Context: an optimization exercise on an open-source flow, tuned for small area. The choices shown serve that exercise and are no tape-out recipe.
At most, simulation tests tie the RTL to the original design; equivalence was not proved.
The flow treats the clock pin as an ideal source. Dropping or thinning the clock tree relies on that and would not hold on a real chip.
No activity file was given, so power comes from the tool's default toggle rates.

== rev 12 ==
==> flow/design.v <==
module i2s(
    input               rst_i,
    input               mck_i,
    input               lrck_i,
    input               bck_i,
    input               data_i,
    output              mck_o,
    output              lrck_o,
    output              data_o,
    output reg          sdo,
    output reg          sync
);
assign  mck_o = mck_i;
assign  lrck_o = lrck_i;
assign  data_o = data_i;
reg     lr1;
reg     d0;
always @(negedge bck_i) begin
    lr1 <= rst_i & lrck_i;
    d0 <= data_i;
end
localparam [1:0] CMD = 2'd1, D1 = 2'd0, D2 = 2'd2, IDLE = 2'd3;
localparam [7:0] FB = 8'b00101101;
reg         lr2;
reg [6:0]   dl;
reg [31:0]  sh;
reg [1:0]   ph;
reg [2:0]   k;       
reg         f;
wire start = lr1 ^ lr2;
wire load = !rst_i || start;
wire trans = k == 3'd0;     
wire data = ph == D1 || ph == D2;
wire pu = f & ~lr1;
wire dbit = f ? ~lr1 : sh[31];
wire cbit = pu ? (k == 3'd6 || k == 3'd4)
               : (k == 3'd7 || (trans && !lr1));
always @(posedge bck_i) begin
    lr2 <= lr1;
    dl <= {dl[5:0], d0};
    if (data)
        sh <= {sh[30:16], sh[15] & ~f, sh[14:0], dl[6] ^ (ph == D1 && k == 3'd1)};
    if (load) begin
        k <= 3'd1;
        ph <= CMD;
    end
    else begin
        k <= {k[1:0], FB[k]};
        if (trans)
            case (ph)
                CMD: ph <= D1;
                D1: ph <= D2;
                D2: ph <= IDLE;
                default: ph <= IDLE;
            endcase
    end
    if (!rst_i)
        f <= 1'b1;
    else if (start && !lr1)
        f <= 1'b0;
    if (rst_i) begin
        sync <= !start && ph == IDLE;
        sdo <= data ? dbit : (ph == CMD && cbit);
    end
end
endmodule
clock: 10.0 ns
lec_check: 0
cap_margin: 20
core_margin: 2
core_utilization: 40
slew_margin: 20
standard.sh (not shown) runs the stock make flow with config.mk's settings and CLKGATE_MAP_FILE= SYNTH_SCRIPT=/design/flow/synth_recipe.tcl, a recipe that flattens the netlist after the stock synthesis.
==> flow/flow/run.sh <==
#!/bin/bash
# The standard layout (standard.sh), with these changes:
#  - ports are buffered with buf_1 instead of the default clkdlybuf4s50_1;
#  - the clock tree is a flat one (flow/flat_cts.tcl): the clock port drives
#    4 sky130_fd_sc_hd__clkbuf_4 cells, each driving a cluster of nearby clock sinks;
#  - power recovery (downsizing off the critical paths) after global routing,
#    followed by another design repair (flow/post_grt.tcl).
# make's output goes to standard.log, each step's log to orfs/logs/.
set -euo pipefail
export BUFFER_PORTS_ARGS="-buffer_cell sky130_fd_sc_hd__buf_1"
export PRE_CTS_TCL="$PWD/flow/flat_cts.tcl"
export POST_GLOBAL_ROUTE_TCL="$PWD/flow/post_grt.tcl"
export FLAT_CTS_N=4
export FLAT_CTS_CELL=sky130_fd_sc_hd__clkbuf_4
export FLAT_CTS_NET=bck_i
export FLAT_CTS_KEEP_INVERTERS=0
export RECOVER_POWER=0
bash standard.sh > standard.log 2>&1
Other scripts of this flow, unchanged in this note and not shown: flow/flow/flat_cts.tcl, flow/flow/post_grt.tcl
diff inputs: rev 12 => rev 13
-- flow/design.v --
<<< rev 12, line 20
    d0 <= data_i;
end
localparam [1:0] CMD = 2'd1, D1 = 2'd0, D2 = 2'd2, IDLE = 2'd3;
localparam [7:0] FB = 8'b00101101;
reg         lr2;
>>> rev 13, line 20
    d0 <= data_i;
end
localparam [1:0] CMD = 2'd0, D1 = 2'd2, D2 = 2'd3, IDLE = 2'd1;
localparam [7:0] FB = 8'b00101101;
reg         lr2;
<<< rev 12, line 30
wire start = lr1 ^ lr2;
wire load = !rst_i || start;
wire trans = k == 3'd0;     
wire data = ph == D1 || ph == D2;
wire pu = f & ~lr1;
wire dbit = f ? ~lr1 : sh[31];
wire cbit = pu ? (k == 3'd6 || k == 3'd4)
               : (k == 3'd7 || (trans && !lr1));
always @(posedge bck_i) begin
    lr2 <= lr1;
    dl <= {dl[5:0], d0};
    if (data)
        sh <= {sh[30:16], sh[15] & ~f, sh[14:0], dl[6] ^ (ph == D1 && k == 3'd1)};
    if (load) begin
        k <= 3'd1;
        ph <= CMD;
    end
>>> rev 13, line 30
wire start = lr1 ^ lr2;
wire load = !rst_i || start;
wire trans = k == 3'd1;     
wire data = ph == D1 || ph == D2;
wire pu = f & ~lr1;
wire dbit = f ? ~lr1 : sh[31];
wire cbit = pu ? (k == 3'd4 || k == 3'd0)
               : (k == 3'd6 || (trans && !lr1));
always @(posedge bck_i) begin
    lr2 <= lr1;
    dl <= {dl[5:3], dl[2] ^ (ph == CMD && k == 3'd6), dl[1:0], d0};   
    if (data)
        sh <= {sh[30:16], sh[15] & ~f, sh[14:0], dl[6]};
    if (load) begin
        k <= 3'd2;
        ph <= CMD;
    end
- Compared to rev 12, rev 13 has synthesized-area fraction occupied by ao, oa, aoi and oai cells 0.40 points lower.
- Lower fraction of power spent switching nets among rev 13 and rev 12: rev 13
- Compared rev 13 vs rev 12, and XOR/XNOR share of the synthesized area is down in rev 13.
- Compared with rev 12, in rev 13 critical path depth held steady; worst-case setup margin in the final layout grew by 50 ps; worst hold slack held steady.
No functional check of the RTL was part of any run of this note. In every run of this note, the design's own scripts or RTL, not TritonCTS, make the clock network.

* * *

## JK
// i2s: RTL as listed in full above, without the edits since
clock: 10.0 ns
lec_check: 0
cap_margin: 20
core_margin: 2
core_utilization: 40
slew_margin: 20
==> flow/flow/run.sh <==
#!/bin/bash
# The standard layout (standard.sh), with these changes:
#  - ports are buffered with buf_1 instead of the default clkdlybuf4s50_1;
#  - the clock tree is a flat one (flow/flat_cts.tcl): the clock port drives
#    4 sky130_fd_sc_hd__clkbuf_4 cells, each driving a cluster of nearby clock sinks;
#  - power recovery (downsizing off the critical paths) after global routing,
#    followed by another design repair (flow/post_grt.tcl).
# make's output goes to standard.log, each step's log to orfs/logs/.
set -euo pipefail
export BUFFER_PORTS_ARGS="-buffer_cell sky130_fd_sc_hd__buf_1"
export PRE_CTS_TCL="$PWD/flow/flat_cts.tcl"
export POST_GLOBAL_ROUTE_TCL="$PWD/flow/post_grt.tcl"
export FLAT_CTS_N=4
export FLAT_CTS_CELL=sky130_fd_sc_hd__clkbuf_4
export FLAT_CTS_NET=bck_i
export FLAT_CTS_KEEP_INVERTERS=0
export FLAT_CTS_UNBUFFER=1
export RECOVER_POWER=0
bash standard.sh > standard.log 2>&1
Other scripts of this flow, unchanged in this note and not shown: flow/flow/flat_cts.tcl, flow/flow/post_grt.tcl
JK completed end to end with timing, DRC and antenna clean.
The following lists how MS was set up differently from JK:
--- a/flow/design.v
+++ b/flow/design.v
@@ -17,33 +17,33 @@
 reg     d0;
 always @(negedge bck_i) begin
     lr1 <= rst_i & lrck_i;
     d0 <= data_i;
 end
-localparam [1:0] CMD = 2'd1, D1 = 2'd0, D2 = 2'd2, IDLE = 2'd3;
-localparam [7:0] FB = 8'b00101101;
+localparam [1:0] CMD = 2'd0, D1 = 2'd2, D2 = 2'd3, IDLE = 2'd1;
+localparam [7:0] FB = 8'b01001011;
 reg         lr2;
 reg [6:0]   dl;
 reg [31:0]  sh;
 reg [1:0]   ph;
 reg [2:0]   k;       
 reg         f;
 wire start = lr1 ^ lr2;
 wire load = !rst_i || start;
-wire trans = k == 3'd0;     
+wire trans = k == 3'd7;     
 wire data = ph == D1 || ph == D2;
 wire pu = f & ~lr1;
 wire dbit = f ? ~lr1 : sh[31];
-wire cbit = pu ? (k == 3'd6 || k == 3'd4)
-               : (k == 3'd7 || (trans && !lr1));
+wire cbit = pu ? (k == 3'd1 || k == 3'd3)
+               : (k == 3'd0 || (trans && !lr1));
 always @(posedge bck_i) begin
     lr2 <= lr1;
     dl <= {dl[5:0], d0};
     if (data)
-        sh <= {sh[30:16], sh[15] & ~f, sh[14:0], dl[6] ^ (ph == D1 && k == 3'd1)};
+        sh <= {sh[30:16], sh[15] & ~f, sh[14:0], dl[6] ^ (ph == D1 && k == 3'd6)};
     if (load) begin
-        k <= 3'd1;
+        k <= 3'd6;
         ph <= CMD;
     end
     else begin
         k <= {k[1:0], FB[k]};
         if (trans)
Findings:
- MS vs. JK: worst setup slack went up by 0.12 ns.
- MS gives more share of power burned in registers than JK did.
- Across both runs, estimated wirelength of the detail-placed design was lower for MS than for JK.
- MS ends up with higher length in cells of the worst reg-to-reg path than JK does.
- Cmp MS vs JK: layout cell share with drive strength beyond 1 lower in MS
- JK was larger in final cell area than MS.
- For area overhead of the layout relative to synthesis, JK and MS come out practically identical.
- Compared with JK, MS shows a lower area of the die.
- JK and MS ended up with nearly the same internal power contribution.
- Clock power share, JK and MS: lower on JK
- The run showing the smaller transition time at the pin with the least slew margin is JK.
For JK, only the layout was checked, not whether the RTL still works. No run of this note takes its clock network from TritonCTS; it comes from the design's own scripts or RTL.

* * *

orange:
Another version of the RTL of i2s (not shown whole).
Size: roughly 100 cells after synthesis, roughly 51 flip-flops, about 0.0017 mm² of cells after synthesis.
==> module i2s, before the edit <==
module i2s(
    input               rst_i,
    input               mck_i,
    input               lrck_i,
    input               bck_i,
    input               data_i,
    output              mck_o,
    output              lrck_o,
    output              data_o,
    output reg          sdo,
    output reg          sync
);
assign  mck_o = mck_i;
assign  lrck_o = lrck_i;
assign  data_o = data_i;
reg     lr1;
reg     d0;
always @(negedge bck_i) begin
    lr1 <= rst_i & lrck_i;
    d0 <= data_i;
end
reg         lr2;
reg [6:0]   dl;
reg [31:0]  sh;
reg [4:0]   cnt;     
reg [1:0]   m;       
wire start = lr1 ^ lr2;
wire pu = &m;
wire dbit = pu | (~|m & sh[31]);
wire [2:0] k = cnt[2:0];
wire cbit = pu ? (k == 3'd5 || k == 3'd6) : (k == 3'd4 || (k == 3'd7 && !lr1));
always @(posedge bck_i) begin
    lr2 <= lr1;
    dl <= {dl[5:0], d0};
    if (cnt[4])
        sh <= {sh[30:0], dl[6] ^ ~|cnt[3:0]};
    if (!rst_i || start)
        cnt <= 5'd8;
    else if (cnt[4] || cnt[3])
        cnt <= cnt + 5'd1;
    if (!rst_i)
        m <= 2'd3;
    else if (start && m != 2'd0)
        m <= m - 2'd1;
    if (rst_i) begin
        if (start)
            sync <= 1'b0;
        else begin
            sync <= ~(cnt[4] | cnt[3]);
            sdo <= cnt[4] ? dbit : (cnt[3] & cbit);
        end
    end
end
endmodule
clock: 10.0 ns
lec_check: 0
cap_margin: 20
core_margin: 2
core_utilization: 40
slew_margin: 20
run.sh (not shown) runs the stock make flow with config.mk's settings and CLKGATE_MAP_FILE= SYNTH_SCRIPT=/design/flow/synth_recipe.tcl, a recipe that flattens the netlist after the stock synthesis.
Stock flow here: none of the scripts above is used.
Input changes introduced in purple (baseline for comparison: orange):
--- a/flow/design.v
+++ b/flow/design.v
@@ -26,4 +26,5 @@
 reg [1:0]   m;       
 wire start = lr1 ^ lr2;
+wire [3:0] cy = {cy[2:0] & cnt[2:0], 1'b1};
 wire pu = &m;
 wire dbit = pu | (~|m & sh[31]);
@@ -37,10 +38,10 @@
     if (!rst_i || start)
         cnt <= 5'd8;
-    else if (cnt[4] || cnt[3])
-        cnt <= cnt + 5'd1;
+    else
+        cnt <= cnt ^ {cy[3:0] & cnt[3:0], 1'b1} & {5{cnt[4] | cnt[3]}};
     if (!rst_i)
         m <= 2'd3;
     else if (start && m != 2'd0)
-        m <= m - 2'd1;
+        m <= {m[1] & m[0], ~m[0]};
     if (rst_i) begin
         if (start)
- In summary, purple completed successfully, with a layout that passed the timing, design-rule and antenna checks.
- Re routed wire length: orange was higher than purple.
- purple vs orange on fraction of power spent switching nets: purple is the lower one.
- Taking orange as the reference point, the worst-case setup slack after placement of purple rises by 0.037 ns.
- Status: clock tree cell share of total cell area parity (purple, orange)
- Final total power ended up 0.72% lower on purple than on orange.
- Cell area | purple vs orange | purple smaller
- On parity-gate share of the synthesized area counting xor and xnor cells: purple sits above orange.
- Between orange and purple, the flow reports final layout net count decreasing by more than 10%.
Only the layout flow was run in purple; the RTL was not checked for function there.
